Background: an optimization exercise with open tools, aiming at small area and a short achievable clock period. Do not read the settings as production practice. The RTL was checked by simulation tests, not by an equivalence proof against the original design. Power is estimated from default activity; no workload was simulated.

## cpu
module cpu (
    input clk, rst,
    output hlt,
    output [15:0] pc,
    output [15:0] mem_addr,
    output mem_enable,
    output mem_wr,
    output [15:0] mem_data_in,
    input [15:0] mem_data_out,
    input mem_data_valid
);
reg [15:0] pc_q;
reg [15:0] id_pc, id_instr;
reg [15:0] ex_pc, ex_instr, ex_rd1, ex_rd2;
reg        ex_regwrite;
reg [15:0] mem_alu, mem_rd2;
reg [3:0]  mem_rd;
reg        mem_memread, mem_memwrite, mem_regwrite, mem_halt;
reg [15:0] wb_alu, wb_mdo;
reg [3:0]  wb_rd;
reg        wb_regwrite, wb_memtoreg, wb_halt;
reg        fz, fv, fn;
wire [15:0] wb_data = wb_memtoreg ? wb_mdo : wb_alu;
wire [3:0] id_op = id_instr[15:12];
wire id_nop = (id_instr == 16'h4000);
wire id_isLB = (id_op == 4'hA) | (id_op == 4'hB);
wire id_rtsel = (id_op == 4'h8) | (id_op == 4'h9) | (id_op == 4'h4) | (id_op == 4'h5) | (id_op == 4'h6);
wire [3:0] id_rs = id_isLB ? id_instr[11:8] : id_instr[7:4];
wire [3:0] id_rt = id_rtsel ? id_instr[11:8] : id_instr[3:0];
wire id_regwrite = ~id_nop & ~((id_op == 4'h9) | (id_op == 4'hC) | (id_op == 4'hD) | (id_op == 4'hF));
wire id_halt = (id_op == 4'hF);
wire id_isB = (id_op == 4'hC);
wire id_isBR = (id_op == 4'hD);
wire id_isBranch = id_isB | id_isBR;
reg [15:0] rf [1:15];
integer ri;
always @(posedge clk) begin
    if (rst) begin
        for (ri = 1; ri < 16; ri = ri + 1) rf[ri] <= 16'h0;
    end else if (wb_regwrite && wb_rd != 4'd0) begin
        rf[wb_rd] <= wb_data;
    end
end
wire [15:0] rf_r1 = (id_rs == 4'd0) ? 16'h0 : rf[id_rs];
wire [15:0] rf_r2 = (id_rt == 4'd0) ? 16'h0 : rf[id_rt];
wire [15:0] id_rd1 = (wb_regwrite && wb_rd == id_rs) ? wb_data : rf_r1;
  ...
For scale: about 2700 flip-flops, roughly 70 I/O pins, about 120000 um^2 of cells after synthesis.
==> flow/config.mk <==
export PLATFORM = sky130hd
export DESIGN_NAME = cpu
export DESIGN_NICKNAME = cpu
export VERILOG_FILES = /design/flow/design.v
export SDC_FILE = /design/flow/constraint.sdc
export NUM_CORES = 4
export LEC_CHECK = 0
export CAP_MARGIN = 20
export CORE_MARGIN = 2
export CORE_UTILIZATION = 50
export CTS_CLUSTER_DIAMETER = 80
export CTS_CLUSTER_SIZE = 30
export PLACE_DENSITY = 0.75
export SLEW_MARGIN = 20
==> flow/constraint.sdc <==
create_clock -name core_clock -period 14.2 [get_ports {clk}]
set_input_delay 2.8400 -clock core_clock [delete_from_list [all_inputs] [get_ports {clk}]]
set_output_delay 2.8400 -clock core_clock [all_outputs]
set_load 0.01 [all_outputs]
standard.sh (not shown) runs the stock make flow with config.mk's settings and CLKGATE_MAP_FILE= SYNTH_SCRIPT=/design/flow/synth_recipe.tcl, a recipe that flattens the netlist after the stock synthesis.
==> flow/flow/run.sh <==
#!/bin/bash
set -euo pipefail
bash standard.sh SETUP_SLACK_MARGIN=8 finish > standard_flow.log 2>&1
The starting point passed the timing, DRC and antenna checks.
Next try:
- CTS_CLUSTER_DIAMETER: 80 -> 70
- CTS_CLUSTER_SIZE: 30 -> 26
Cell count grows by 0.48%.
Sequential share of layout area shrinks by 0.41 points.
Hold slack barely changes.

cpu, a different RTL version from the one above (not shown whole).
For scale: ~2700 flip-flops, ~70 I/O pins, roughly 130000 sq um of cells after synthesis.
export LEC_CHECK = 0
export CAP_MARGIN = 20
export CORE_MARGIN = 2
export CORE_UTILIZATION = 50
export CTS_CLUSTER_DIAMETER = 80
export CTS_CLUSTER_SIZE = 30
export PLACE_DENSITY = 0.75
export SLEW_MARGIN = 20
create_clock -name core_clock -period 14.2 [get_ports {clk}]
Scripts as last shown in full above: flow/flow/run.sh
The baseline ran to the end with no violations.
Rerun with:
Settings changed: CTS_CLUSTER_DIAMETER 80 to 60, CTS_CLUSTER_SIZE 30 to 22, SYNTH_HIERARCHICAL set to 1, SYNTH_MINIMUM_KEEP_SIZE set to 0.
Non-clock buffer count went up by 67; worst setup slack is worse by 0.13 ns; sequential cell count does not change; fmax went down by 1.9%; routed wire length went down by 7.3%; global-route usage went down by 4.0 points; worst hold slack is worse by 0.0035 ns; total power went up by 4.1%.

[static timing again, ports no longer ideal]
The flow's constraints put no driver on any port. The routed layouts listed below were extracted and timed again, unchanged, in two steps. Step 1 sets driving cells, clkbuf_16 on the clock port and buf_2 on the other inputs (assumed; they add their load-dependent delay and slew). Step 2 moves the port delays by t, midway between the first and last clock arrival at a register: inputs arrive t later, outputs are due t later. That takes back most of the time a late clock gives input paths. Three values: ideal ports, drivers, drivers and shift; two values: the first two.
| run | shift t [ns] | setup WS [ns] | cell pins on the clock port's net |
|---|---|---|---|
| the first run of note 1 | 0.979 | 7.232 / 7.001 / 6.829 | 1 |
| the second run of note 1 | 0.976 | 7.190 / 7.060 / 6.871 | 1 |
| the first run of note 2 | 0.984 | 7.268 / 7.167 / 7.217 | 1 |
| the second run of note 2 | 0.975 | 7.134 / 7.134 / 7.134 | 1 |
After both steps setup and hold are still met in every run listed. For the first run of note 1, which loses most, drivers alone change the setup slack by -0.231 ns; drivers and shift together by -0.403 ns.
